What follows belongs to an exercise in optimizing a design on an open flow for small area, a short achievable clock period and few clock cycles; a production flow would make more cautious choices. No functional check of the RTL was part of any run shown here.

===== flow/constraint.sdc =====
create_clock -name core_clock -period 7.0 [get_ports {clock}]
set_input_delay 1.4000 -clock core_clock [delete_from_list [all_inputs] [get_ports {clock}]]
set_output_delay 1.4000 -clock core_clock [all_outputs]
set_load 0.01 [all_outputs]

===== flow/config.mk =====
export PLATFORM = sky130hd
export DESIGN_NAME = top_module2
export DESIGN_NICKNAME = top_module2
export VERILOG_FILES = /design/flow/design.v
export SDC_FILE = /design/flow/constraint.sdc
export NUM_CORES = 4
export LEC_CHECK = 0
export CAP_MARGIN = 20
export CORE_MARGIN = 2
export CORE_UTILIZATION = 40
export SETUP_SLACK_MARGIN = 4.5
export SLEW_MARGIN = 20

===== flow/run.sh =====
#!/bin/bash
# synth_recipe.tcl (not shown) runs the flow's synth.tcl, then flattens the netlist and writes it again
# the make line also repeats each setting of config.mk as NAME=value (left out here)
make -C /OpenROAD-flow-scripts/flow DESIGN_CONFIG=/design/flow/config.mk WORK_HOME=/design/flow/orfs CLKGATE_MAP_FILE= SYNTH_SCRIPT=/design/flow/synth_recipe.tcl finish

===== flow/design.v =====
module mul16cs (input [15:0] m, input [3:0] one, input [3:0] two, input [3:0] neg, output [15:0] rs, output [15:0] rc);
  wire p1;
  wire p2;
  wire p3;
  wire p4;
  wire p5;
  wire p6;
  wire p7;
  wire p8;
  wire p9;
  wire p10;
  wire p11;
  wire p12;
  wire p13;
  wire p14;
  wire p15;
  wire p16;
  wire p17;
  wire p18;
  wire p19;
  wire p20;
  wire p21;
  wire p22;
  wire p23;
  wire p24;
  wire p25;
  wire p26;
  wire p27;
  wire p28;
  wire p29;
  wire p30;
  wire p31;
  wire p32;
  wire p33;
  wire p34;
  wire p35;
  wire p36;
  wire p37;
  wire p38;
  wire p39;
  wire p40;
  wire p41;
  wire p42;
  wire p43;
  wire p44;
  wire p45;
  wire p46;
  wire p47;
  wire p48;
  wire p49;
  wire p50;
  wire p51;
  wire p52;
  wire s53;
  wire c54;
  wire s55;
  wire c56;
  wire s57;
  wire c58;
  wire s59;
  wire c60;
  wire s61;
  wire c62;
  wire s63;
  wire c64;
  wire s65;
  wire c66;
  wire s67;
  wire c68;
  wire s69;
  wire c70;
  wire s71;
  wire s72;
  wire c73;
  wire s74;
  wire c75;
  wire s76;
  wire c77;
  wire s78;
  wire c79;
  wire s80;
  wire c81;
  wire s82;
  wire c83;
  wire s84;
  wire c85;
  wire s86;
  wire c87;
  wire s88;
  wire c89;
  wire s90;
  wire c91;
  wire s92;
  wire c93;
  wire s94;
  wire s95;
  wire c96;
  wire s97;
  wire c98;
  wire s99;
  wire c100;
  wire s101;
  wire c102;
  wire s103;
  wire c104;
  wire s105;
  wire c106;
  wire s107;
  wire c108;
  wire s109;
  wire c110;
  wire s111;
  wire c112;
  wire s113;
  wire c114;
  wire s115;
  wire c116;
  wire s117;
  wire c118;
  wire s119;
  wire c120;
  wire s121;
  wire one0 = one[0];
  wire two0 = two[0];
  wire neg0 = neg[0];
  assign p1 = (one0 & m[0]) ^ neg0;
  assign p2 = ((one0 & m[1]) | (two0 & m[0])) ^ neg0;
  assign p3 = ((one0 & m[2]) | (two0 & m[1])) ^ neg0;
  assign p4 = ((one0 & m[3]) | (two0 & m[2])) ^ neg0;
  assign p5 = ((one0 & m[4]) | (two0 & m[3])) ^ neg0;
  assign p6 = ((one0 & m[5]) | (two0 & m[4])) ^ neg0;
  assign p7 = ((one0 & m[6]) | (two0 & m[5])) ^ neg0;
  assign p8 = ((one0 & m[7]) | (two0 & m[6])) ^ neg0;
  assign p9 = ((one0 & m[8]) | (two0 & m[7])) ^ neg0;
  assign p10 = ((one0 & m[9]) | (two0 & m[8])) ^ neg0;
  assign p11 = ((one0 & m[10]) | (two0 & m[9])) ^ neg0;
  assign p12 = ((one0 & m[11]) | (two0 & m[10])) ^ neg0;
  assign p13 = ((one0 & m[12]) | (two0 & m[11])) ^ neg0;
  assign p14 = ((one0 & m[13]) | (two0 & m[12])) ^ neg0;
  assign p15 = ((one0 & m[14]) | (two0 & m[13])) ^ neg0;
  assign p16 = ((one0 & m[15]) | (two0 & m[14])) ^ neg0;
  wire one1 = one[1];
  wire two1 = two[1];
  wire neg1 = neg[1];
  assign p17 = (one1 & m[0]) ^ neg1;
  assign p18 = ((one1 & m[1]) | (two1 & m[0])) ^ neg1;
  assign p19 = ((one1 & m[2]) | (two1 & m[1])) ^ neg1;
  assign p20 = ((one1 & m[3]) | (two1 & m[2])) ^ neg1;
  assign p21 = ((one1 & m[4]) | (two1 & m[3])) ^ neg1;
  assign p22 = ((one1 & m[5]) | (two1 & m[4])) ^ neg1;
  assign p23 = ((one1 & m[6]) | (two1 & m[5])) ^ neg1;
  assign p24 = ((one1 & m[7]) | (two1 & m[6])) ^ neg1;
  assign p25 = ((one1 & m[8]) | (two1 & m[7])) ^ neg1;
  assign p26 = ((one1 & m[9]) | (two1 & m[8])) ^ neg1;
  assign p27 = ((one1 & m[10]) | (two1 & m[9])) ^ neg1;
  assign p28 = ((one1 & m[11]) | (two1 & m[10])) ^ neg1;
  assign p29 = ((one1 & m[12]) | (two1 & m[11])) ^ neg1;
  assign p30 = ((one1 & m[13]) | (two1 & m[12])) ^ neg1;
  wire one2 = one[2];
  wire two2 = two[2];
  wire neg2 = neg[2];
  assign p31 = (one2 & m[0]) ^ neg2;
  assign p32 = ((one2 & m[1]) | (two2 & m[0])) ^ neg2;
  assign p33 = ((one2 & m[2]) | (two2 & m[1])) ^ neg2;
  assign p34 = ((one2 & m[3]) | (two2 & m[2])) ^ neg2;
  assign p35 = ((one2 & m[4]) | (two2 & m[3])) ^ neg2;
  assign p36 = ((one2 & m[5]) | (two2 & m[4])) ^ neg2;
  assign p37 = ((one2 & m[6]) | (two2 & m[5])) ^ neg2;
  assign p38 = ((one2 & m[7]) | (two2 & m[6])) ^ neg2;
  assign p39 = ((one2 & m[8]) | (two2 & m[7])) ^ neg2;
  assign p40 = ((one2 & m[9]) | (two2 & m[8])) ^ neg2;
  assign p41 = ((one2 & m[10]) | (two2 & m[9])) ^ neg2;
  assign p42 = ((one2 & m[11]) | (two2 & m[10])) ^ neg2;
  wire one3 = one[3];
  wire two3 = two[3];
  wire neg3 = neg[3];
  assign p43 = (one3 & m[0]) ^ neg3;
  assign p44 = ((one3 & m[1]) | (two3 & m[0])) ^ neg3;
  assign p45 = ((one3 & m[2]) | (two3 & m[1])) ^ neg3;
  assign p46 = ((one3 & m[3]) | (two3 & m[2])) ^ neg3;
  assign p47 = ((one3 & m[4]) | (two3 & m[3])) ^ neg3;
  assign p48 = ((one3 & m[5]) | (two3 & m[4])) ^ neg3;
  assign p49 = ((one3 & m[6]) | (two3 & m[5])) ^ neg3;
  assign p50 = ((one3 & m[7]) | (two3 & m[6])) ^ neg3;
  assign p51 = ((one3 & m[8]) | (two3 & m[7])) ^ neg3;
  assign p52 = ((one3 & m[9]) | (two3 & m[8])) ^ neg3;
  assign s53 = p7 ^ p21;
  assign c54 = p7 & p21;
  assign s55 = p8 ^ p22;
  assign c56 = p8 & p22;
  assign s57 = p9 ^ p23;
  assign c58 = p9 & p23;
  assign s59 = p10 ^ p24;
  assign c60 = p10 & p24;
  assign s61 = p11 ^ p25;
  assign c62 = p11 & p25;
  assign s63 = p12 ^ p26;
  assign c64 = p12 & p26;
  assign s65 = p13 ^ p27;
  assign c66 = p13 & p27;
  assign s67 = p14 ^ p28;
  assign c68 = p14 & p28;
  assign s69 = p15 ^ p29;
  assign c70 = p15 & p29;
  assign s71 = p16 ^ p30;
  assign s72 = p5 ^ p19;
  assign c73 = p5 & p19;
  assign s74 = p6 ^ p20;
  assign c75 = p6 & p20;
  assign s76 = s53 ^ p33 ^ p43;
  assign c77 = (s53 & p33) | (s53 & p43) | (p33 & p43);
  assign s78 = c54 ^ s55 ^ p34;
  assign c79 = (c54 & s55) | (c54 & p34) | (s55 & p34);
  assign s80 = c56 ^ s57 ^ p35;
  assign c81 = (c56 & s57) | (c56 & p35) | (s57 & p35);
  assign s82 = c58 ^ s59 ^ p36;
  assign c83 = (c58 & s59) | (c58 & p36) | (s59 & p36);
  assign s84 = c60 ^ s61 ^ p37;
  assign c85 = (c60 & s61) | (c60 & p37) | (s61 & p37);
  assign s86 = c62 ^ s63 ^ p38;
  assign c87 = (c62 & s63) | (c62 & p38) | (s63 & p38);
  assign s88 = c64 ^ s65 ^ p39;
  assign c89 = (c64 & s65) | (c64 & p39) | (s65 & p39);
  assign s90 = c66 ^ s67 ^ p40;
  assign c91 = (c66 & s67) | (c66 & p40) | (s67 & p40);
  assign s92 = c68 ^ s69 ^ p41;
  assign c93 = (c68 & s69) | (c68 & p41) | (s69 & p41);
  assign s94 = c70 ^ s71 ^ p42;
  assign s95 = p3 ^ p17;
  assign c96 = p3 & p17;
  assign s97 = p4 ^ p18;
  assign c98 = p4 & p18;
  assign s99 = s72 ^ p31 ^ neg2;
  assign c100 = (s72 & p31) | (s72 & neg2) | (p31 & neg2);
  assign s101 = c73 ^ s74 ^ p32;
  assign c102 = (c73 & s74) | (c73 & p32) | (s74 & p32);
  assign s103 = c75 ^ s76 ^ neg3;
  assign c104 = (c75 & s76) | (c75 & neg3) | (s76 & neg3);
  assign s105 = c77 ^ s78 ^ p44;
  assign c106 = (c77 & s78) | (c77 & p44) | (s78 & p44);
  assign s107 = c79 ^ s80 ^ p45;
  assign c108 = (c79 & s80) | (c79 & p45) | (s80 & p45);
  assign s109 = c81 ^ s82 ^ p46;
  assign c110 = (c81 & s82) | (c81 & p46) | (s82 & p46);
  assign s111 = c83 ^ s84 ^ p47;
  assign c112 = (c83 & s84) | (c83 & p47) | (s84 & p47);
  assign s113 = c85 ^ s86 ^ p48;
  assign c114 = (c85 & s86) | (c85 & p48) | (s86 & p48);
  assign s115 = c87 ^ s88 ^ p49;
  assign c116 = (c87 & s88) | (c87 & p49) | (s88 & p49);
  assign s117 = c89 ^ s90 ^ p50;
  assign c118 = (c89 & s90) | (c89 & p50) | (s90 & p50);
  assign s119 = c91 ^ s92 ^ p51;
  assign c120 = (c91 & s92) | (c91 & p51) | (s92 & p51);
  assign s121 = c93 ^ s94 ^ p52;
  assign rs = {c120, c118, c116, c114, c112, c110, c108, c106, c104, c102, c100, c98, c96, s95, p2, p1};
  assign rc = {s121, s119, s117, s115, s113, s111, s109, s107, s105, s103, s101, s99, s97, neg1, 1'b0, neg0};
endmodule
module top_module2 (input [3:0] start_adress, input [7:0] data_in, input clock, input Start, input reset,
  output logic [15:0] out_put_det3, output logic Done, output logic [3:0] adress);
  logic [12:1] ph;             
  logic add_acc;               
  logic [3:0] addr;
  logic [7:0] dr;              
  logic [15:0] mr;             
  logic [3:0] b_one, b_two, b_neg;   
  logic [15:0] cs_s, cs_c;     
  logic [15:0] x2n, x3;
  wire go = Done & Start;
  logic [3:0] step;
  always @(*) begin
    step = 4'd0;
    if (ph[1]) step = 4'd4;
    if (ph[2]) step = 4'd14;    
    if (ph[3]) step = 4'd1;
    if (ph[4]) step = 4'd14;    
    if (ph[5]) step = 4'd4;
    if (ph[6]) step = 4'd11;    
    if (ph[7]) step = 4'd6;
    if (ph[8]) step = 4'd1;
    if (ph[9]) step = 4'd1;
  end
  assign adress = addr;
  always @(posedge clock or posedge reset) begin
    if (reset) begin
      Done    <= 1'b1;
      ph      <= '0;
      add_acc <= 1'b0;
    end else begin
      Done    <= Done ? ~Start : ph[12];
      ph      <= {ph[11:1], go};
      add_acc <= ph[7] | ph[10] | ph[11];
    end
  end
  wire sub_next = ph[3] | ph[5] | ph[7];
  wire [8:0] de = {data_in, 1'b0};
  logic [3:0] e_one, e_two, e_neg;
  always @(*) begin
    for (int j = 0; j < 4; j++) begin
      e_one[j] = de[2*j+1] ^ de[2*j];
      e_two[j] = (de[2*j+2] & ~de[2*j+1] & ~de[2*j]) | (~de[2*j+2] & de[2*j+1] & de[2*j]);
      e_neg[j] = de[2*j+2] ^ sub_next;
    end
  end
  wire [15:0] ps, pc;
  mul16cs mul (.m(mr), .one(b_one), .two(b_two), .neg(b_neg), .rs(ps), .rc(pc));
  wire [15:0] add = ({16{ph[7]}} & x3) | ({16{ph[9]}} & x2n) | ({16{add_acc}} & out_put_det3);
  wire [15:0] t_s = add ^ cs_s ^ cs_c;
  wire [15:0] t_c = (add & cs_s) | (add & cs_c) | (cs_s & cs_c);
  wire [15:0] r = t_s + {t_c[14:0], 1'b0};
  always @(posedge clock) begin
    addr <= go ? start_adress : addr + step;
    dr <= data_in;
    b_one <= e_one;
    b_two <= e_two;
    b_neg <= e_neg;
    mr <= (ph[8] | ph[9]) ? r : ph[10] ? x3 : {{8{dr[7]}}, dr};
    cs_s <= ps;
    cs_c <= pc;
    if (ph[4] | ph[7]) x3 <= r;
    if (ph[6]) x2n <= r;
    if (ph[5] | ph[8] | ph[10] | ph[11] | ph[12]) out_put_det3 <= r;
  end
endmodule

==> impl_metrics.csv, run 1 <==
group,metric,value,unit
logic_synthesis,ys_seq_elements,132,
hold_path,hold_start,"ph[1]",
sta,fin_hold_ws,0.386,ns
logic_synthesis,yosysWarnings,1,
place,post-place-ws,3.52,ns
cts,cts_sinks,132,
cts,clk_latency,0.42,ns
global_route,grt_max_degree,27,
sta,setup_viol,0,
floorplanning,start_util,0.406,
detailed_routing,via_count,4831,
finish,final_core_util,0.503,
detailed_routing,wl_per_cell,18.2,um
sta,finalMaxSlewViolations,0,
sta,worst_slack,3.74,ns
place,placed_cells,856,
place,post-dp-hpwl,11700,um
hold_path,hp-class,"flip-flop to flip-flop",
logic_synthesis,synth.distinct_cells,49,
sta,fin_skew,0.00927,ns
finish,stdcell_area,8640,um2
finish,nNetsFinal,761,
sta,fin_crit,3.26,ns
sta,relSlewSlack,0.349,
global_route,grt_pass1_wl,26700,um
logic_synthesis,synth_cells,631,
detailed_routing,first_pass_iters,7,
logic_synthesis,ys.flop_type,"dfxtp_1",
cts,path_clk_slew,0.06,ns
cts,cts_root_buf,"clkbuf_16",
hold_path,min_to,"ph[2]",
finish,nFillCells,1550,
run,cap_violations,0,
setup_path,cp_num_buf_inv,3,
detailed_routing,drc_errors,0,
finish,drive_gt1_frac,0.214,
setup_path,crit_family,"compound AO/OA/AOI/OAI gates",
finish,stdcell_count,918,
setup_path,ff2ff_setup_slack,3.74,ns
logic_synthesis,ys_async_sr_fraction,0.106,
logic_synthesis,synth-seq-area-share,0.458,
run_status,outcome,"complete, no violations",
logic_synthesis,synth_edf_count,48,
setup_path,cp.required,7.31,ns
global_route,grt_usage,0.194,
sta,tightest_slew,0.977,ns
cts,h-tree-depth,4,
setup_path,critPathLaunchType,"flip-flop",
place,port_buffers,35,
setup_path,critPathSlowestCell,"dfrtp_4",
cts,numCtsBuffers,17,
setup_path,r2r_start,"ph[7]",
cts,cts_buffer_depth,2,
place,gp_congestion,0.825,
setup_path,cpPeakStageDelay,0.51,ns
setup_path,worst_path_most_repeated_cell,"o21a_1",
place,placed_area,7490,um2
floorplanning,num_rows,48,
setup_path,crit_fanout,6,
cts,hold_buffers,0,
global_route,grt_pass1_vias,4971,
detailed_routing,wl,16700,um
sta,finalHoldViolCount,0,
detailed_routing,viasPerCell,5.26,
hold_path,min_path_cells,0,
cts,cts_tree,"built",
setup_path,crit_arrival,3.57,ns
floorplanning,die_w,136,um
detailed_routing,drt_iter0_drc,352,
logic_synthesis,syn_nets,712,
logic_synthesis,syn_avg_cell_area,11.0,um2
detailed_routing,ant_nets,0,
sta,fmax,307,MHz
sta,fin_setup_tns,0,ns
floorplanning,ios,36,
floorplanning,core-area,17200,um2
sta,rsz0062_at_grt,"true",
setup_path,r2r-end,"mr[15]",
setup_path,endpoint_kind,"flip-flop",
finish,diodes,0,
floorplanning,die_h,136,um
logic_synthesis,synth_area,6970,um2
global_route,gr-total-overflow,0,
finish,area_growth,23.9,%
setup_path,critPathKind,"flip-flop to flip-flop",
floorplanning,die_area,18500,um2
global_route,antenna_found_initial,0,
sta,period_share,0.466,
setup_path,path_cells,"buf_6 > a222oi_1 > fa_1 > inv_2 > ha_4 > o21a_1 > o31a_1 > o31ai_4 > a31oi_2 > xnor2_1 > buf_4 > o21a_1",
setup_path,worstRegToRegCells,12,
==> cells by family (layout without fill, tap and decap cells) <==
group,count (synthesis),in the layout,share of synthesized area
buffers and inverters,131,193,0.0727
multiplexers,10,10,0.0147
XOR/XNOR,81,81,0.102
adder cells (fa/ha/maj),66,66,0.156
flip-flops,132,132,0.458
AND/OR/NAND/NOR,70,70,0.0488
AO/OA/AOI/OAI,141,141,0.147
==> registers in the layout (all words and copies together), names as in the netlist <==
register,cells
x3,16
b_neg,4
b_one,4
add_acc,1
addr,4
Done,1
dr,7
ph,12
out_put_det3,16
mr,16
cs_s,16
x2n,16
b_two,4
cs_c,15
==> metal layers <==
| metal | vias to the layer above | track usage | wire length [um] |
|---|---|---|---|
| met4 | 0 | 0.0642 | 277 |
| met3 | 22 | 0.0552 | 700 |
| li1 | 2251 | - | - |
| met2 | 126 | 0.323 | 8450 |
| met1 | 2432 | 0.242 | 7270 |
| met5 | - | 0 | 0 |
==> area by class of cell <==
type / count / area (um2) / area share
clock inverter: 9 / 66.3 / 0.00768
timing repair buffer: 66 / 606 / 0.0701
tap: 225 / 282 / 0.0326
sequential: 132 / 3220 / 0.373
clock buffer: 23 / 519 / 0.0601
inverter: 95 / 357 / 0.0413
multi-input combinational: 368 / 3590 / 0.416
==> cell usage after synthesis (2+ instances only) <==
master	number	area, um2
inv_1	95	357
mux2i_1	8	80.1
xnor2_1	62	543
nor2_1	19	71.3
clkbuf_1	23	86.3
a21oi_1	27	135
nor3_1	3	15.0
a222oi_1	16	160
mux2_2	2	22.5
nor2b_2	2	17.5
a31oi_1	2	12.5
nand2b_1	5	31.3
buf_2	6	30.0
nand2_1	26	97.6
nor2b_1	3	18.8
o21ai_0	14	70.1
a22oi_1	48	360
buf_1	6	22.5
dfxtp_1	70	1400
a21o_1	13	97.6
a211oi_1	2	15.0
dfrtp_1	13	325
o211ai_1	2	15.0
a211oi_2	3	37.5
fa_1	35	701
nand3b_1	3	22.5
ha_1	31	388
xor2_1	19	166
edfxtp_1	48	1440
o21a_1	6	45.0
==> layout by cell type (no fill, tap or decap), drive strengths merged, types with 16 or more instances in the layout <==
master / synthesis / final
a22oi: 48 / 48
edfxtp: 48 / 48
fa: 35 / 35
ha: 31 / 31
xnor2: 62 / 62
clkbuf: 23 / 29
dfxtp: 70 / 70
nand2: 26 / 26
a21oi: 28 / 28
buf: 13 / 40
nor2: 19 / 19
xor2: 19 / 19
inv: 95 / 96
a222oi: 16 / 16
==> worst max-delay path by stage <==
stage / slack (ns) / endpoint / start / cells after the start
after floorplan: 3.88 / out_put_det3[13] / ph[7] / 12
after global placement: 3.53 / out_put_det3[13] / ph[7] / 9
after detailed placement: 3.52 / x2n[13] / ph[7] / 9
after CTS: 3.73 / mr[15] / ph[7] / 12
after global routing: 3.57 / mr[15] / ph[7] / 12
final: 3.74 / mr[15] / ph[7] / 12
==> what timing repair did <==
action | in CTS | in global routing
setup buffers | 21 | 9
endpoints found under the setup margin | 98 | 75
cloned | 0 | 0
pin swaps | 19 | 14
gates resized for setup | 111 | 36
==> run 2, diff against run 1 <==
--- a/flow/config.mk
+++ b/flow/config.mk
@@ -8,5 +8,5 @@
 export CAP_MARGIN = 20
 export CORE_MARGIN = 2
 export CORE_UTILIZATION = 40
-export SETUP_SLACK_MARGIN = 4.5
+export SETUP_SLACK_MARGIN = 4.0
 export SLEW_MARGIN = 20
==> impl_metrics.csv, run 2 <==
group,metric,value,unit
run_status,outcome,"complete, no violations",
global_route,gr-total-overflow,0,
logic_synthesis,synth.distinct_cells,49,
sta,fin_crit,3.38,ns
logic_synthesis,synth-compound-area-share,0.147,
logic_synthesis,synth-seq-area-share,0.458,
global_route,antenna_found_initial,0,
finish,area_growth,22.9,%
detailed_routing,first_pass_iters,5,
detailed_routing,via_count,4838,
sta,tightest_slew,1.11,ns
setup_path,critPathKind,"flip-flop to flip-flop",
logic_synthesis,syn_nets,712,
logic_synthesis,yosysWarnings,1,
detailed_routing,drt_iter0_drc,451,
floorplanning,core-area,17200,um2
detailed_routing,wl_per_cell,18.7,um
logic_synthesis,synthAdderAreaFrac,0.156,
setup_path,crit_fanout,6,
finish,drive_gt1_frac,0.172,
global_route,grt_max_degree,27,
cts,cts_sinks,132,
detailed_routing,wl,17100,um
cts,path_clk_slew,0.06,ns
finish,final_core_util,0.499,
setup_path,cpPeakStageDelay,0.52,ns
detailed_routing,ant_nets,0,
cts,clk_latency,0.43,ns
finish,nNetsFinal,756,
logic_synthesis,ys.flop_type,"dfxtp_1",
logic_synthesis,ys_async_sr_fraction,0.106,
cts,h-tree-depth,4,
logic_synthesis,ys_seq_elements,132,
run,cap_violations,0,
setup_path,worst-path-stages,12,
logic_synthesis,synth_top_family_by_area,"adder cells",
finish,nFillCells,1574,
setup_path,path_cells,"buf_12 > a222oi_1 > fa_1 > buf_4 > inv_2 > ha_4 > a21o_1 > nand4_1 > a211oi_4 > a211oi_2 > xnor2_2 > o21a_1",
setup_path,crit_family,"compound AO/OA/AOI/OAI gates",
logic_synthesis,synthXorXnorAreaFrac,0.102,
floorplanning,start_util,0.406,
sta,setup_viol,0,
place,gp_congestion,0.885,
floorplanning,die_h,136,um
place,port_buffers,35,
finish,layout_common_cells,"inv_1 (87), dfxtp_1 (70), xnor2_1 (57)",
setup_path,cp.required,7.31,ns
sta,finalHoldViolCount,0,
global_route,grt_pass1_vias,4923,
setup_path,crit_arrival,3.69,ns
logic_synthesis,synth_cells,631,
logic_synthesis,synth_area,6970,um2
logic_synthesis,synth_top_area_share,0.207,
sta,rsz0062_at_grt,"true",
logic_synthesis,synth_area_leader_cell,"edfxtp_1",
setup_path,endpoint_kind,"flip-flop",
floorplanning,die_area,18500,um2
detailed_routing,drc_errors,0,
logic_synthesis,syn_avg_cell_area,11.0,um2
global_route,grt_usage,0.196,
hold_path,hp-class,"flip-flop to flip-flop",
setup_path,critPathLaunchType,"flip-flop",
finish,diodes,0,
cts,cts_buffer_depth,2,
logic_synthesis,synth.most_common_cell,"inv_1",
detailed_routing,viasPerCell,5.30,
floorplanning,ios,36,
place,post-dp-hpwl,11800,um
sta,relSlewSlack,0.259,
logic_synthesis,synth_common_cells,"inv_1 (95), dfxtp_1 (70), xnor2_1 (62)",
global_route,grt_pass1_wl,26900,um
logic_synthesis,synth-simple-area-share,0.0488,
sta,fmax,296,MHz
sta,fin_setup_tns,0,ns
hold_path,min_path_cells,0,
setup_path,worstRegToRegCells,12,
floorplanning,num_rows,48,
floorplanning,die_w,136,um
cts,numCtsBuffers,17,
sta,period_share,0.482,
logic_synthesis,ys_top_cells_by_area,"edfxtp_1 (21%), dfxtp_1 (20%), fa_1 (10%), xnor2_1 (7.8%), ha_1 (5.6%)",
cts,cts_root_buf,"clkbuf_16",
cts,cts_tree,"built",
sta,fin_skew,0.0131,ns
setup_path,cp_num_buf_inv,3,
finish,layout.cells.most_common,"inv_1",
sta,finalMaxSlewViolations,0,
logic_synthesis,muxShareOfSynthArea,0.0147,
setup_path,critPathSlowestCell,"fa_1",
logic_synthesis,synth_edf_count,48,
-- run 2: cell counts after synthesis --
Identical to the previous run, type by type.
-- run 2: timing repair --
item	in CTS	in global routing
endpoints found under the setup margin	45	42
setup buffers	18	8
pin swaps	26	27
hold buffers	0	0
gates resized for setup	37	28
-- run 2: worst paths after layout --
path,start,endpoint,slack (ns)
max reg2reg,ph[7],mr[12],3.62
min in group asynchronous,reset,ph[2],1.29
max in group asynchronous,reset,ph[7],5.32
max,ph[7],mr[12],3.62
min reg2reg,ph[1],ph[2],0.38
min,ph[1],ph[2],0.38
-- run 2: cell families (layout without fill, tap and decap cells) --
kind of cell,after synthesis,after routing
AOI/OAI and AO/OA,141,141
DFF,132,132
buffers and inverters,131,188
xor gates and xnor gates,81,81
and+or+nand+nor,70,70
adders and majority gates,66,66
muxes,10,10
-- run 2: layer usage --
| metal | share of wire | GRT usage | vias up |
|---|---|---|---|
| met5 | 0 | 0 | - |
| met4 | 0.025 | 0.0862 | 0 |
| met3 | 0.042 | 0.0332 | 25 |
| met2 | 0.50 | 0.328 | 143 |
| met1 | 0.44 | 0.249 | 2429 |
| li1 | - | - | 2241 |
-- run 2: area by class of cell --
type | instances | area, um2 | share of cell area
Clock inverter | 12 | 109 | 0.0127
Clock buffer | 20 | 479 | 0.0560
Sequential cell | 132 | 3210 | 0.374
Timing Repair Buffer | 61 | 598 | 0.0698
Multi-Input combinational cell | 368 | 3530 | 0.413
Inverter | 95 | 357 | 0.0416
Tap cell | 225 | 282 | 0.0329
-- run 2: metrics by stage --
step	hold slack, ns	setup slack (ns)	instances	area [um2]
floorplan	0.326	3.88	631	6990
global placement	0.367	3.42	855	7450
detailed placement	0.368	3.35	855	7450
CTS	0.382	3.67	905	8380
global route	0.409	3.51	913	8560
finish	0.380	3.62	913	8560
==> run 3, diff against run 2 <==
--- a/flow/design.v
+++ b/flow/design.v
@@ -259,13 +259,13 @@
 module top_module2 (input [3:0] start_adress, input [7:0] data_in, input clock, input Start, input reset,
   output logic [15:0] out_put_det3, output logic Done, output logic [3:0] adress);
   logic [12:1] ph;             
-  logic add_acc;               
+  logic add_q0, add_q2;        
   logic [3:0] addr;
   logic [7:0] dr;              
   logic [15:0] mr;             
   logic [3:0] b_one, b_two, b_neg;   
   logic [15:0] cs_s, cs_c;     
-  logic [15:0] x2n, x3;
+  logic [15:0] q1, q0;
   wire go = Done & Start;
   logic [3:0] step;
   always @(*) begin
@@ -276,20 +276,22 @@
     if (ph[4]) step = 4'd14;    
     if (ph[5]) step = 4'd4;
     if (ph[6]) step = 4'd11;    
-    if (ph[7]) step = 4'd6;
-    if (ph[8]) step = 4'd1;
+    if (ph[7]) step = 4'd8;
+    if (ph[8]) step = 4'd14;    
     if (ph[9]) step = 4'd1;
   end
   assign adress = addr;
   always @(posedge clock or posedge reset) begin
     if (reset) begin
-      Done    <= 1'b1;
-      ph      <= '0;
-      add_acc <= 1'b0;
+      Done   <= 1'b1;
+      ph     <= '0;
+      add_q0 <= 1'b0;
+      add_q2 <= 1'b0;
     end else begin
-      Done    <= Done ? ~Start : ph[12];
-      ph      <= {ph[11:1], go};
-      add_acc <= ph[7] | ph[10] | ph[11];
+      Done   <= Done ? ~Start : ph[12];
+      ph     <= {ph[11:1], go};
+      add_q0 <= ph[6] | ph[7] | ph[8];
+      add_q2 <= ph[10] | ph[11];
     end
   end
   wire sub_next = ph[3] | ph[5] | ph[7];
@@ -304,7 +306,7 @@
   end
   wire [15:0] ps, pc;
   mul16cs mul (.m(mr), .one(b_one), .two(b_two), .neg(b_neg), .rs(ps), .rc(pc));
-  wire [15:0] add = ({16{ph[7]}} & x3) | ({16{ph[9]}} & x2n) | ({16{add_acc}} & out_put_det3);
+  wire [15:0] add = ({16{add_q0}} & q0) | ({16{add_q2}} & out_put_det3);
   wire [15:0] t_s = add ^ cs_s ^ cs_c;
   wire [15:0] t_c = (add & cs_s) | (add & cs_c) | (cs_s & cs_c);
   wire [15:0] r = t_s + {t_c[14:0], 1'b0};
@@ -314,11 +316,11 @@
     b_one <= e_one;
     b_two <= e_two;
     b_neg <= e_neg;
-    mr <= (ph[8] | ph[9]) ? r : ph[10] ? x3 : {{8{dr[7]}}, dr};
+    mr <= (ph[8] | ph[9] | ph[10]) ? out_put_det3 : {{8{dr[7]}}, dr};
     cs_s <= ps;
     cs_c <= pc;
-    if (ph[4] | ph[7]) x3 <= r;
-    if (ph[6]) x2n <= r;
-    if (ph[5] | ph[8] | ph[10] | ph[11] | ph[12]) out_put_det3 <= r;
+    if (!Done) out_put_det3 <= r;
+    q1 <= out_put_det3;
+    q0 <= q1;
   end
 endmodule
--- a/flow/config.mk
+++ b/flow/config.mk
@@ -8,5 +8,5 @@
 export CAP_MARGIN = 20
 export CORE_MARGIN = 2
 export CORE_UTILIZATION = 40
-export SETUP_SLACK_MARGIN = 4.0
+export SETUP_SLACK_MARGIN = 4.5
 export SLEW_MARGIN = 20
==> impl_metrics.csv, run 3 <==
group,metric,value,unit
run_status,outcome,"complete, no violations",
setup_path,cp-startpoint,"add_q2",
setup_path,crit_family,"compound AO/OA/AOI/OAI gates",
sta,finalHoldViolCount,0,
detailed_routing,first_pass_iters,4,
hold_path,min_to,"q0[15]",
logic_synthesis,synth.distinct_cells,42,
setup_path,cpPeakStageDelay,0.49,ns
place,gp_congestion,0.847,
setup_path,crit_arrival,3.23,ns
finish,layout_common_cells,"inv_1 (96), dfxtp_1 (96), xnor2_1 (64)",
floorplanning,start_util,0.406,
setup_path,r2r_start,"add_q2",
global_route,gr-total-overflow,0,
detailed_routing,wl,14100,um
finish,diodes,0,
setup_path,critPathSlowestCell,"or4b_4",
global_route,grt_pass1_wl,22500,um
logic_synthesis,synth_area,6400,um2
logic_synthesis,synth_top_area_share,0.319,
cts,h-tree-depth,4,
logic_synthesis,ys_top_cells_by_area,"dfxtp_1 (32%), fa_1 (11%), xnor2_1 (8.8%), edfxtp_1 (7.5%), a22oi_1 (7.2%)",
finish,stdcell_count,900,
floorplanning,num_rows,46,
setup_path,worstRegToRegCells,11,
finish,nNetsFinal,752,
floorplanning,die_w,130,um
sta,setup_viol,0,
logic_synthesis,yosysWarnings,1,
sta,fin_setup_tns,0,ns
place,post-dp-hpwl,10000,um
hold_path,hp-class,"flip-flop to flip-flop",
cts,cts_root_buf,"clkbuf_16",
run,cap_violations,0,
finish,nFillCells,1450,
cts,clk_latency,0.42,ns
logic_synthesis,synth_area_leader_cell,"dfxtp_1",
logic_synthesis,synth_cells,606,
global_route,grt_pass1_vias,4466,
place,port_buffers,35,
logic_synthesis,ys_async_sr_fraction,0.113,
cts,cts_buffer_depth,2,
setup_path,cp.required,7.23,ns
floorplanning,die_h,130,um
setup_path,r2r-end,"out_put_det3[13]",
finish,final_core_util,0.509,
setup_path,endpoint_kind,"flip-flop",
detailed_routing,viasPerCell,4.78,
logic_synthesis,synth_common_cells,"dfxtp_1 (102), inv_1 (99), xnor2_1 (64)",
logic_synthesis,synth_edf_count,16,
sta,tightest_slew,0.803,ns
cts,cts_sinks,133,
setup_path,critPathKind,"flip-flop to flip-flop",
finish,drive_gt1_frac,0.194,
cts,numCtsBuffers,17,
sta,fmax,333,MHz
place,placed_cells,826,
logic_synthesis,synth.most_common_cell,"dfxtp_1",
logic_synthesis,ys.flop_type,"dfxtp_1",
hold_path,min_path_cells,0,
sta,fin_skew,0.00908,ns
cts,path_clk_slew,0.06,ns
setup_path,path_cells,"buf_12 > a22oi_2 > fa_1 > inv_2 > ha_4 > nor2b_4 > o2111ai_4 > a21oi_4 > o211ai_2 > or4b_4 > o311ai_2",
detailed_routing,via_count,4305,
global_route,grt_max_degree,19,
cts,cts_tree,"built",
global_route,antenna_found_initial,0,
sta,finalMaxSlewViolations,0,
setup_path,ff2ff_setup_slack,4.00,ns
setup_path,crit_fanout,9,
setup_path,worst-path-stages,11,
logic_synthesis,ys_seq_elements,133,
setup_path,critPathLaunchType,"flip-flop",
sta,fin_crit,3.00,ns
sta,period_share,0.429,
floorplanning,ios,36,
hold_path,hold_start,"q1[15]",
sta,rsz0062_at_grt,"true",
logic_synthesis,syn_avg_cell_area,10.6,um2
detailed_routing,wl_per_cell,15.7,um
finish,area_growth,25.5,%
sta,relSlewSlack,0.461,
detailed_routing,ant_nets,0,
global_route,grt_usage,0.177,
logic_synthesis,synth-seq-area-share,0.453,
setup_path,cp_num_buf_inv,2,
detailed_routing,drt_iter0_drc,337,
floorplanning,die_area,17000,um2
detailed_routing,drc_errors,0,
logic_synthesis,syn_nets,687,
floorplanning,core-area,15800,um2
## run 3: cell count changes in the layout (fill, tap and decap cells not counted), sizes merged, moves of 8 or more
cell	change
clkbuf	+9
dfxtp	+32
a21oi	-9
buf	+27
a222oi	-16
clkdlybuf4s50	-21
nand2	+8
edfxtp	-32
mux2i	-8
a22oi	+13
## run 3: layout make-up
cell class	count	area (um2)	share of cell area
Clock buffer	24	534	0.0665
Clock inverter	8	82.6	0.0103
Inverter	99	372	0.0463
Multi-Input combinational cell	343	3170	0.394
Sequential cell	133	2910	0.362
Tap cell	216	270	0.0337
Timing Repair Buffer	77	694	0.0865
## run 3: per-layer routing
metal / vias to the layer above / share of wire / global-route usage
li1: 2102 / - / -
met1: 2090 / 0.45 / 0.227
met3: 20 / 0.046 / 0.0423
met2: 93 / 0.49 / 0.289
met5: - / 0 / 0
met4: 0 / 0.020 / 0.0701
## run 3: logic make-up after synthesis
logic type      after synthesis  share of synthesized area
simple gates                 71                     0.0510
flops                       133                      0.453
mux                           2                    0.00352
compound gates              123                      0.135
xor+xnor                     81                      0.111
fa+ha+maj                    66                      0.170
buf+inv                     130                     0.0768
## run 3: per-stage QoR
step,setup WS (ns),instance area [um2],hold slack (ns)
detailed placement,3.77,6970,0.312
finish,4.00,8030,0.324
global route,3.92,8030,0.327
floorplan,4.20,6510,0.310
CTS,4.06,7950,0.324
global placement,3.94,6970,0.311
## run 3: worst max path at each step
| stage | to | slack [ns] |
|---|---|---|
| global route | out_put_det3[13] | 3.92 |
| detailed placement | out_put_det3[13] | 3.77 |
| global placement | out_put_det3[13] | 3.94 |
| finish | out_put_det3[13] | 4.00 |
| floorplan | out_put_det3[13] | 4.20 |
| CTS | out_put_det3[13] | 4.06 |
## run 3: what timing repair did
item / 4_1_cts / 5_1_grt
endpoints found under the hold margin: 0 / 0
setup buffers: 37 / 5
pin swaps: 22 / 15
gates resized for setup: 89 / 27
hold buffers: 0 / 0
setup endpoints to repair: 52 / 39
==> run 4, diff against run 3 <==
--- a/flow/config.mk
+++ b/flow/config.mk
@@ -8,5 +8,5 @@
 export CAP_MARGIN = 20
 export CORE_MARGIN = 2
 export CORE_UTILIZATION = 40
-export SETUP_SLACK_MARGIN = 4.5
+export SETUP_SLACK_MARGIN = 4.9
 export SLEW_MARGIN = 20
==> impl_metrics.csv, run 4 <==
group,metric,value,unit
setup_path,ff2ff_setup_slack,4.11,ns
finish,layout.cells.most_common,"dfxtp_1",
floorplanning,core-area,15800,um2
cts,path_clk_slew,0.06,ns
global_route,grt_pass1_vias,4759,
logic_synthesis,synth.distinct_cells,42,
cts,cts_buffer_depth,2,
sta,rsz0062_at_grt,"true",
place,gp_congestion,0.807,
run_status,outcome,"complete, no violations",
detailed_routing,wl_per_cell,15.8,um
setup_path,critPathLaunchType,"flip-flop",
detailed_routing,drt_iter0_drc,194,
global_route,gr-total-overflow,0,
logic_synthesis,synth-compound-area-share,0.135,
logic_synthesis,synth-seq-area-share,0.453,
detailed_routing,wl,14600,um
logic_synthesis,ys_top_cells_by_area,"dfxtp_1 (32%), fa_1 (11%), xnor2_1 (8.8%), edfxtp_1 (7.5%), a22oi_1 (7.2%)",
logic_synthesis,synthXorXnorAreaFrac,0.111,
cts,clk_latency,0.41,ns
setup_path,endpoint_kind,"flip-flop",
hold_path,hp-class,"flip-flop to flip-flop",
detailed_routing,first_pass_iters,4,
logic_synthesis,synth_area_leader_cell,"dfxtp_1",
place,post-dp-hpwl,10000,um
sta,fin_crit,2.89,ns
setup_path,worstRegToRegCells,11,
finish,final_core_util,0.534,
setup_path,cp_num_buf_inv,2,
logic_synthesis,synth.most_common_cell,"dfxtp_1",
setup_path,r2r_start,"add_q0",
hold_path,min_path_cells,0,
cts,h-tree-depth,4,
logic_synthesis,ys_seq_elements,133,
logic_synthesis,syn_avg_cell_area,10.6,um2
floorplanning,start_util,0.406,
cts,cts_sinks,133,
global_route,grt_max_degree,19,
finish,area_growth,31.6,%
logic_synthesis,synth_top_area_share,0.319,
sta,fin_skew,0.0104,ns
setup_path,critPathKind,"flip-flop to flip-flop",
logic_synthesis,muxShareOfSynthArea,0.00352,
sta,finalHoldViolCount,0,
finish,layout_common_cells,"dfxtp_1 (82), inv_1 (79), xnor2_1 (63)",
logic_synthesis,syn_nets,687,
sta,setup_viol,0,
finish,drive_gt1_frac,0.334,
hold_path,min_to,"q0[15]",
sta,fmax,346,MHz
global_route,grt_usage,0.181,
logic_synthesis,synth_top_family_by_area,"adder cells",
cts,cts_tree,"built",
logic_synthesis,synth_cells,606,
floorplanning,die_h,130,um
setup_path,path_cells,"buf_12 > a22oi_2 > fa_1 > inv_2 > ha_4 > nor2b_4 > o2111ai_2 > a21oi_2 > o211ai_2 > or4b_4 > o311ai_2",
detailed_routing,via_count,4471,
logic_synthesis,synth_common_cells,"dfxtp_1 (102), inv_1 (99), xnor2_1 (64)",
sta,period_share,0.413,
place,port_buffers,35,
floorplanning,die_area,17000,um2
global_route,grt_pass1_wl,23400,um
logic_synthesis,synth_edf_count,16,
logic_synthesis,ys.flop_type,"dfxtp_1",
setup_path,crit_fanout,8,
logic_synthesis,synth-simple-area-share,0.0510,
sta,finalMaxSlewViolations,0,
run,cap_violations,0,
detailed_routing,ant_nets,0,
setup_path,critPathSlowestCell,"or4b_4",
global_route,antenna_found_initial,0,
logic_synthesis,synthAdderAreaFrac,0.170,
detailed_routing,drc_errors,0,
cts,cts_root_buf,"clkbuf_16",
setup_path,r2r-end,"out_put_det3[13]",
setup_path,crit_family,"compound AO/OA/AOI/OAI gates",
setup_path,cp.required,7.23,ns
floorplanning,ios,36,
floorplanning,num_rows,46,
sta,fin_setup_tns,0,ns
cts,hold_buffers,0,
setup_path,cpPeakStageDelay,0.49,ns
sta,tightest_slew,1.03,ns
logic_synthesis,yosysWarnings,1,
logic_synthesis,ys_async_sr_fraction,0.113,
logic_synthesis,synth_area,6400,um2
floorplanning,die_w,130,um
detailed_routing,viasPerCell,4.86,
sta,relSlewSlack,0.310,
cts,numCtsBuffers,17,
hold_path,hold_start,"q1[15]",
finish,nNetsFinal,772,
setup_path,crit_arrival,3.12,ns
finish,diodes,0,
[run 4: changes by cell type in the layout (fill, tap and decap cells not counted), moves of 5 or more]
cell / previous run / this run
buf_6: 18 / 33
inv_2: 3 / 20
dfxtp_1: 96 / 82
a22oi_1: 58 / 38
a22oi_2: 3 / 23
inv_1: 96 / 79
inv_6: 1 / 6
fa_2: 3 / 13
dfxtp_4: 0 / 6
buf_4: 30 / 41
dfxtp_2: 6 / 14
clkbuf_2: 5 / 0
fa_1: 32 / 22
[run 4: logic make-up after synthesis]
group | after synthesis
xor gates and xnor gates | 81
and+or+nand+nor | 71
DFF | 133
buffers and inverters | 130
AOI/OAI and AO/OA | 123
muxes | 2
adders and majority gates | 66
[run 4: metal layers]
layer | vias up | global-route usage | part of all wire
met5 | - | 0 | 0
met4 | 0 | 0.0707 | 0.025
met3 | 27 | 0.0411 | 0.032
met2 | 84 | 0.318 | 0.52
met1 | 2223 | 0.216 | 0.42
li1 | 2137 | - | -
[run 4: cell type report]
| type | instances | area, um2 |
|---|---|---|
| Sequential cell | 133 | 2940 |
| Timing Repair Buffer | 97 | 910 |
| Multi-Input combinational cell | 343 | 3360 |
| Fill cell | 1431 | 7350 |
| Tap cell | 216 | 270 |
| Inverter | 99 | 372 |
| Clock buffer | 17 | 425 |
| Clock inverter | 15 | 143 |
[run 4: worst max path at each step]
stage / end / slack, ns / cells after the start / startpoint
floorplan: out_put_det3[13] / 4.20 / 12 / add_q2
finish: out_put_det3[13] / 4.11 / 11 / add_q0
detailed placement: out_put_det3[13] / 3.81 / 11 / add_q0
global route: out_put_det3[14] / 3.99 / 11 / add_q0
global placement: out_put_det3[13] / 3.97 / 11 / add_q0
CTS: out_put_det3[13] / 4.09 / 11 / add_q0
[run 4: what timing repair did]
action	in CTS	in global routing
resized for setup	160	54
endpoints found under the setup margin	56	57
pin swaps	25	35
buffers inserted	51	10
[run 4: through the flow]
stage	std cells	instance area, um2	worst slack (ns)	hold slack [ns]
final	920	8420	4.11	0.324
after global routing	920	8420	3.99	0.328
after CTS	910	8180	4.09	0.325
after detailed placement	827	7050	3.81	0.312
after global placement	827	7050	3.97	0.311
after floorplan	606	6680	4.20	0.310
==> run 5, diff against run 4 <==
--- a/flow/design.v
+++ b/flow/design.v
@@ -258,68 +258,63 @@
 endmodule
 module top_module2 (input [3:0] start_adress, input [7:0] data_in, input clock, input Start, input reset,
   output logic [15:0] out_put_det3, output logic Done, output logic [3:0] adress);
-  logic [12:1] ph;             
+  logic [10:1] ph;             
   logic add_q0, add_q2;        
-  logic [3:0] addr;
+  logic [3:0] base;            
   logic [7:0] dr;              
-  logic [15:0] mr;             
-  logic [3:0] b_one, b_two, b_neg;   
   logic [15:0] cs_s, cs_c;     
   logic [15:0] q1, q0;
   wire go = Done & Start;
-  logic [3:0] step;
+  logic [3:0] off;
   always @(*) begin
-    step = 4'd0;
-    if (ph[1]) step = 4'd4;
-    if (ph[2]) step = 4'd14;    
-    if (ph[3]) step = 4'd1;
-    if (ph[4]) step = 4'd14;    
-    if (ph[5]) step = 4'd4;
-    if (ph[6]) step = 4'd11;    
-    if (ph[7]) step = 4'd8;
-    if (ph[8]) step = 4'd14;    
-    if (ph[9]) step = 4'd1;
+    off = 4'd0;
+    if (ph[1]) off = 4'd4;
+    if (ph[2]) off = 4'd2;
+    if (ph[3]) off = 4'd3;
+    if (ph[4]) off = 4'd1;
+    if (ph[5]) off = 4'd5;
+    if (ph[7]) off = 4'd8;
+    if (ph[8]) off = 4'd6;
+    if (ph[9]) off = 4'd7;
   end
-  assign adress = addr;
+  assign adress = Done ? start_adress : base + off;
   always @(posedge clock or posedge reset) begin
     if (reset) begin
       Done   <= 1'b1;
       ph     <= '0;
       add_q0 <= 1'b0;
-      add_q2 <= 1'b0;
+      add_q2 <= 1'b1;
     end else begin
-      Done   <= Done ? ~Start : ph[12];
-      ph     <= {ph[11:1], go};
-      add_q0 <= ph[6] | ph[7] | ph[8];
-      add_q2 <= ph[10] | ph[11];
+      Done   <= Done ? ~Start : ph[10];
+      ph     <= {ph[9:1], go};
+      add_q0 <= ph[4] | ph[5] | ph[6];
+      add_q2 <= ph[8] | ph[9] | ph[10] | (Done & ~Start);
     end
   end
-  wire sub_next = ph[3] | ph[5] | ph[7];
+  wire [15:0] m = (ph[7] | ph[8] | ph[9]) ? q1 : {{8{dr[7]}}, dr};
+  wire sub_next = ph[2] | ph[4] | ph[6];
+  wire op_next = ~Done & ~ph[10];
   wire [8:0] de = {data_in, 1'b0};
   logic [3:0] e_one, e_two, e_neg;
   always @(*) begin
     for (int j = 0; j < 4; j++) begin
-      e_one[j] = de[2*j+1] ^ de[2*j];
-      e_two[j] = (de[2*j+2] & ~de[2*j+1] & ~de[2*j]) | (~de[2*j+2] & de[2*j+1] & de[2*j]);
-      e_neg[j] = de[2*j+2] ^ sub_next;
+      e_one[j] = op_next & (de[2*j+1] ^ de[2*j]);
+      e_two[j] = op_next & ((de[2*j+2] & ~de[2*j+1] & ~de[2*j]) | (~de[2*j+2] & de[2*j+1] & de[2*j]));
+      e_neg[j] = op_next & (de[2*j+2] ^ sub_next);
     end
   end
   wire [15:0] ps, pc;
-  mul16cs mul (.m(mr), .one(b_one), .two(b_two), .neg(b_neg), .rs(ps), .rc(pc));
+  mul16cs mul (.m(m), .one(e_one), .two(e_two), .neg(e_neg), .rs(ps), .rc(pc));
   wire [15:0] add = ({16{add_q0}} & q0) | ({16{add_q2}} & out_put_det3);
   wire [15:0] t_s = add ^ cs_s ^ cs_c;
   wire [15:0] t_c = (add & cs_s) | (add & cs_c) | (cs_s & cs_c);
   wire [15:0] r = t_s + {t_c[14:0], 1'b0};
   always @(posedge clock) begin
-    addr <= go ? start_adress : addr + step;
+    if (go) base <= start_adress;
     dr <= data_in;
-    b_one <= e_one;
-    b_two <= e_two;
-    b_neg <= e_neg;
-    mr <= (ph[8] | ph[9] | ph[10]) ? out_put_det3 : {{8{dr[7]}}, dr};
     cs_s <= ps;
     cs_c <= pc;
-    if (!Done) out_put_det3 <= r;
+    out_put_det3 <= r;
     q1 <= out_put_det3;
     q0 <= q1;
   end
==> flow/flow/run.sh (new file) <==
#!/bin/bash
# The standard layout, with plain buffers (buf_2) on the ports instead of the
# default port buffer cell. Every port still gets its buffer.
set -euo pipefail
export BUFFER_PORTS_ARGS="-buffer_cell sky130_fd_sc_hd__buf_2"
bash standard.sh > standard.log 2>&1
==> flow/standard.sh (new file) <==
#!/bin/bash
# synth_recipe.tcl (not shown) runs the flow's synth.tcl, then flattens the netlist and writes it again
# the make line also repeats each setting of config.mk as NAME=value (left out here)
make -C /OpenROAD-flow-scripts/flow DESIGN_CONFIG=/design/flow/config.mk WORK_HOME=/design/flow/orfs CLKGATE_MAP_FILE= SYNTH_SCRIPT=/design/flow/synth_recipe.tcl "${@:-finish}"
--- a/flow/config.mk
+++ b/flow/config.mk
@@ -8,5 +8,5 @@
 export CAP_MARGIN = 20
 export CORE_MARGIN = 2
 export CORE_UTILIZATION = 40
-export SETUP_SLACK_MARGIN = 4.9
+export SETUP_SLACK_MARGIN = 3.6
 export SLEW_MARGIN = 20
removed: flow/run.sh
==> impl_metrics.csv, run 5 <==
group,metric,value,unit
logic_synthesis,ys_async_sr_fraction,0.125,
hold_path,hold_start,"out_put_det3[9]",
cts,cts_tree,"built",
floorplanning,start_util,0.408,
logic_synthesis,synth_area_leader_cell,"dfxtp_1",
setup_path,cp.required,5.60,ns
logic_synthesis,muxShareOfSynthArea,0.0440,
sta,rsz0062_at_grt,"true",
finish,area_growth,21.8,%
sta,fin_hold_ws,0.367,ns
setup_path,crit_arrival,2.28,ns
global_route,grt_max_degree,20,
detailed_routing,wl,13000,um
setup_path,r2r-end,"cs_c[13]",
logic_synthesis,ys.flop_type,"dfxtp_1",
detailed_routing,first_pass_iters,5,
logic_synthesis,ys_seq_elements,104,
sta,tightest_slew,0.693,ns
hold_path,hp-class,"flip-flop to flip-flop",
logic_synthesis,synth-seq-area-share,0.372,
floorplanning,die_area,15700,um2
hold_path,min_to,"q1[9]",
floorplanning,num_rows,44,
sta,fin_crit,3.68,ns
setup_path,worstRegToRegCells,12,
finish,final_core_util,0.497,
floorplanning,die_w,125,um
detailed_routing,ant_nets,0,
run_status,outcome,"complete, no violations",
finish,diodes,0,
floorplanning,die_h,125,um
setup_path,crit_fanout,3,
place,post-dp-hpwl,9450,um
logic_synthesis,synth_top_area_share,0.296,
logic_synthesis,synthXorXnorAreaFrac,0.119,
logic_synthesis,synth_cells,564,
detailed_routing,drc_errors,0,
setup_path,ff2ff_setup_slack,3.62,ns
detailed_routing,viasPerCell,5.22,
cts,hold_buffers,0,
cts,numCtsBuffers,9,
detailed_routing,drt_iter0_drc,301,
cts,cts_buffer_depth,2,
floorplanning,ios,36,
sta,finalHoldViolCount,0,
logic_synthesis,synth_edf_count,4,
sta,fmax,272,MHz
place,gp_congestion,0.838,
logic_synthesis,syn_avg_cell_area,10.4,um2
sta,fin_setup_tns,0,ns
run,cap_violations,0,
cts,path_clk_slew,0.08,ns
sta,setup_viol,0,
logic_synthesis,synth-compound-area-share,0.134,
sta,relSlewSlack,0.537,
global_route,antenna_found_initial,0,
sta,fin_skew,0.00950,ns
detailed_routing,wl_per_cell,16.0,um
global_route,gr-total-overflow,0,
logic_synthesis,synthAdderAreaFrac,0.185,
logic_synthesis,synth_top_family_by_area,"adder cells",
finish,layout_common_cells,"dfxtp_1 (87), xnor2_1 (65), inv_1 (65)",
cts,cts_root_buf,"clkbuf_16",
setup_path,critPathLaunchType,"flip-flop",
finish,drive_gt1_frac,0.259,
sta,finalMaxSlewViolations,0,
cts,h-tree-depth,3,
setup_path,r2r_start,"ph[7]",
logic_synthesis,synth.most_common_cell,"dfxtp_1",
logic_synthesis,synth.distinct_cells,63,
logic_synthesis,yosysWarnings,1,
hold_path,min_path_cells,0,
finish,nNetsFinal,705,
place,port_buffers,35,
global_route,grt_pass1_vias,4285,
cts,clk_latency,0.37,ns
logic_synthesis,syn_nets,645,
global_route,grt_pass1_wl,21500,um
sta,period_share,0.525,
floorplanning,core-area,14400,um2
logic_synthesis,synth_area,5880,um2
setup_path,critPathKind,"flip-flop to output pin",
logic_synthesis,ys_top_cells_by_area,"dfxtp_1 (30%), fa_1 (12%), xnor2_1 (10%), ha_1 (6.6%), dfrtp_1 (4.7%)",
global_route,grt_usage,0.172,
finish,layout.cells.most_common,"dfxtp_1",
detailed_routing,via_count,4243,
logic_synthesis,synth_common_cells,"dfxtp_1 (87), xnor2_1 (69), inv_1 (66)",
setup_path,endpoint_kind,"output pin",
logic_synthesis,synth-simple-area-share,0.0851,
cts,cts_sinks,104,
[run 5: changes by cell type after synthesis, sizes merged, moves of 10 or more]
cell	previous run	this run
clkbuf	24	6
o22ai	0	27
a22oi	61	15
mux2i	0	15
dfxtp	102	87
nor2	18	30
inv	99	67
edfxtp	16	4
a221oi	1	11
[run 5: cell type report]
type / count / area, um2
Clock buffer: 9 / 225
Clock inverter: 7 / 63.8
Fill cell: 1295 / 7260
Inverter: 67 / 259
Multi-Input combinational cell: 376 / 3670
Sequential cell: 104 / 2200
Tap cell: 184 / 230
Timing Repair Buffer: 66 / 515
[run 5: worst max-delay path by stage]
| stage | start | to | cells after the start |
|---|---|---|---|
| 2_1_floorplan | data_in[1] | cs_c[10] | 11 |
| 3_3_place_gp | data_in[1] | cs_c[15] | 14 |
| 3_5_place_dp | data_in[1] | cs_c[15] | 14 |
| 4_1_cts | ph[3] | adress[3] | 8 |
| 5_1_grt | data_in[1] | cs_c[13] | 12 |
| 6_report | ph[3] | adress[3] | 8 |
[run 5: logic make-up (layout without fill, tap and decap cells)]
logic type | Yosys count | after routing
xor+xnor | 79 | 79
compound gates | 113 | 113
simple gates | 100 | 100
mux | 18 | 18
flops | 104 | 104
buf+inv | 84 | 149
fa+ha+maj | 66 | 66
[run 5: per-layer routing]
layer	up-vias	wire length, um	track usage	share of wire
met4	0	320	0.0634	0.025
met3	23	621	0.0419	0.048
li1	2048	-	-	-
met2	97	6220	0.281	0.48
met5	-	0	0	0
met1	2075	5870	0.223	0.45
[run 5: timing repair]
action	CTS	global route
gates resized for setup	53	30
pin swaps	34	21
setup endpoints to repair	29	26
gates cloned	0	0
buffers inserted	15	15
[run 5: worst max-delay path, cell delays in order (launching register included)]
cell and delay (ns):
dfrtp_1 0.40, nor2_2 0.08, o41ai_4 0.37, ha_1 0.29, a21o_1 0.17, a21oi_2 0.13, xnor2_1 0.08, mux2_2 0.25
buf_2 0.14
[run 5: per-stage QoR]
step | setup WS (ns) | std cells | cell area (um2)
after floorplan | 3.03 | 564 | 5950
after global placement | 2.75 | 767 | 6240
after detailed placement | 2.68 | 767 | 6240
after CTS | 3.33 | 798 | 6870
after global routing | 3.22 | 813 | 7160
final | 3.32 | 813 | 7160
==> run 6, diff against run 5 <==
--- a/flow/config.mk
+++ b/flow/config.mk
@@ -8,5 +8,5 @@
 export CAP_MARGIN = 20
 export CORE_MARGIN = 2
 export CORE_UTILIZATION = 40
-export SETUP_SLACK_MARGIN = 3.6
+export SETUP_SLACK_MARGIN = 3.3
 export SLEW_MARGIN = 20
==> impl_metrics.csv, run 6 <==
group,metric,value,unit
run_status,outcome,"complete, no violations",
cts,clk_latency,0.36,ns
run,cap_violations,0,
detailed_routing,drc_errors,0,
cts,h-tree-depth,3,
cts,cts_sinks,104,
floorplanning,num_rows,44,
cts,cts_buffer_depth,2,
floorplanning,die_w,125,um
place,gp_congestion,0.843,
floorplanning,ios,36,
logic_synthesis,synth_top_area_share,0.296,
detailed_routing,viasPerCell,5.15,
sta,tightest_slew,0.760,ns
global_route,grt_pass1_wl,19800,um
finish,layout.cells.most_common,"dfxtp_1",
finish,nFillCells,1346,
logic_synthesis,synth_cells,564,
global_route,grt_pass1_vias,3851,
logic_synthesis,yosysWarnings,1,
detailed_routing,wl_per_cell,15.3,um
finish,area_growth,15.2,%
logic_synthesis,ys_async_sr_fraction,0.125,
global_route,antenna_found_initial,0,
cts,numCtsBuffers,9,
floorplanning,core-area,14400,um2
detailed_routing,drt_iter0_drc,270,
finish,drive_gt1_frac,0.195,
logic_synthesis,synth.distinct_cells,63,
place,placed_cells,767,
setup_path,endpoint_kind,"flip-flop",
logic_synthesis,synth.most_common_cell,"dfxtp_1",
cts,cts_root_buf,"clkbuf_16",
finish,diodes,0,
detailed_routing,via_count,4120,
cts,cts_tree,"built",
detailed_routing,first_pass_iters,4,
global_route,grt_max_degree,21,
logic_synthesis,ys_seq_elements,104,
global_route,grt_usage,0.159,
global_route,gr-total-overflow,0,
sta,rsz0062_at_grt,"true",
logic_synthesis,synth_edf_count,4,
logic_synthesis,syn_nets,645,
logic_synthesis,synth_area_leader_cell,"dfxtp_1",
sta,finalMaxSlewViolations,0,
floorplanning,die_area,15700,um2
logic_synthesis,synth_common_cells,"dfxtp_1 (87), xnor2_1 (69), inv_1 (66)",
sta,fmax,273,MHz
finish,layout_common_cells,"dfxtp_1 (87), xnor2_1 (69), inv_1 (65)",
setup_path,crit_arrival,3.90,ns
sta,relSlewSlack,0.479,
place,post-dp-hpwl,9220,um
sta,fin_crit,3.66,ns
logic_synthesis,synth-seq-area-share,0.372,
sta,setup_viol,0,
sta,finalHoldViolCount,0,
sta,fin_skew,0.00471,ns
setup_path,crit_fanout,8,
floorplanning,start_util,0.408,
setup_path,critPathLaunchType,"primary input",
floorplanning,die_h,125,um
hold_path,hp-class,"flip-flop to flip-flop",
sta,period_share,0.523,
logic_synthesis,ys_top_cells_by_area,"dfxtp_1 (30%), fa_1 (12%), xnor2_1 (10%), ha_1 (6.6%), dfrtp_1 (4.7%)",
finish,nNetsFinal,692,
logic_synthesis,syn_avg_cell_area,10.4,um2
setup_path,cp.required,7.24,ns
setup_path,critPathKind,"primary input to flip-flop",
detailed_routing,wl,12300,um
logic_synthesis,synth_area,5880,um2
sta,fin_setup_tns,0,ns
logic_synthesis,ys.flop_type,"dfxtp_1",
finish,stdcell_count,800,
detailed_routing,ant_nets,0,
place,port_buffers,35,
cts,path_clk_slew,0.07,ns
run 6: cell counts after synthesis:
Identical to the previous run, type by type.
run 6: routing by layer:
metal	part of all wire	track usage	wire length [um]	vias up
li1	-	-	-	2024
met1	0.46	0.221	5700	1982
met2	0.47	0.242	5750	96
met3	0.047	0.0347	580	18
met4	0.019	0.0654	233	0
met5	0	0	0	-
run 6: what timing repair did:
| action | CTS | global route |
|---|---|---|
| hold buffers | 0 | 0 |
| setup buffers | 3 | 13 |
| resized for setup | 8 | 22 |
| setup endpoints to repair | 18 | 21 |
| pin swaps | 3 | 22 |
| cloned | 0 | 1 |
run 6: area by class of cell:
type / count / area (um2) / area share
Clock buffer: 9 / 225 / 0.0332
Clock inverter: 7 / 68.8 / 0.0102
Inverter: 67 / 256 / 0.0379
Multi-Input combinational cell: 376 / 3440 / 0.507
Sequential cell: 104 / 2190 / 0.324
Tap cell: 184 / 230 / 0.0340
Timing Repair Buffer: 53 / 364 / 0.0537
run 6: final timing paths:
| check | cells past startpoint | end | startpoint | slack [ns] |
|---|---|---|---|---|
| worst max register to register | 11 | cs_c[10] | ph[7] | 3.43 |
| worst min-delay path | 0 | q1[4] | out_put_det3[4] | 0.37 |
| max in group asynchronous | 2 | Done | reset | 5.62 |
| worst max-delay path | 11 | cs_c[10] | data_in[1] | 3.34 |
| min in group asynchronous | 2 | ph[1] | reset | 1.04 |
| worst min register to register | 0 | q1[4] | out_put_det3[4] | 0.37 |
run 6: kinds of logic (layout without fill, tap and decap cells):
family | count (synthesis) | count (layout) | share of synthesized area
AND/OR/NAND/NOR | 100 | 100 | 0.0851
adder cells (fa/ha/maj) | 66 | 66 | 0.185
XOR/XNOR | 79 | 79 | 0.119
flip-flops | 104 | 104 | 0.372
AO/OA/AOI/OAI | 113 | 113 | 0.134
buffers and inverters | 84 | 136 | 0.0612
multiplexers | 18 | 18 | 0.0440
run 6: worst max-delay path, cell delays in order:
cell      delay (ns)
buf_12          0.09
inv_6           0.04
or3_4           0.38
nor2_4          0.15
nor2_4          0.05
nor2_4          0.23
a221oi_1        0.11
xnor2_1         0.16
ha_1            0.31
fa_1            0.56
fa_1            0.41
run 6: stage by stage:
step                      setup WS [ns]  hold WS (ns)  instance area [um2]   util
after floorplan                    3.03         0.330                 5920      -
after global placement             2.75         0.356                 6220  0.431
after detailed placement           2.69         0.356                 6220  0.431
after CTS                          3.28         0.369                 6570  0.455
after global routing               3.23         0.372                 6780  0.470
final                              3.34         0.367                 6780  0.470

[separate check: timing with driven ports]
In the flow no input, the clock included, has a driving cell. The finished layouts below were timed again as built, in two steps.
Step 1: set_driving_cell puts a clkbuf_16 on clock and a buf_2 on each other input, an assumption about the parent block.
Step 2 times the ports against the registers' clock, not the clock port: input delays grow and output delays shrink by t, the midpoint of the rising clock arrivals with the driver on.
Three values: ideal, step 1, step 2; two values: the first two.
| run | t (ns) | setup slack, ns | hold WS [ns] | worst setup path at the end |
|---|---|---|---|---|
| run 1 | 0.451 | 3.738 / 3.738 / 3.738 | 0.386 / 0.386 / 0.386 | register to register |
| run 2 | 0.470 | 3.624 / 3.624 / 3.624 | 0.380 / 0.380 / 0.380 | register to register |
| run 3 | 0.453 | 3.998 / 3.998 / 3.998 | 0.324 / 0.324 / 0.324 | register to register |
| run 4 | 0.447 | 4.112 / 4.112 / 4.112 | 0.324 / 0.324 / 0.324 | register to register |
| run 5 | 0.398 | 3.322 / 3.285 / 2.902 | 0.367 / 0.367 / 0.367 | input to register |
| run 6 | 0.393 | 3.341 / 3.259 / 2.866 | 0.367 / 0.367 / 0.367 | input to register |
After both steps setup and hold are still met in every run listed. The setup slack of run 6, which loses most, moves by -0.082 ns with the drivers and by -0.475 ns with both steps.
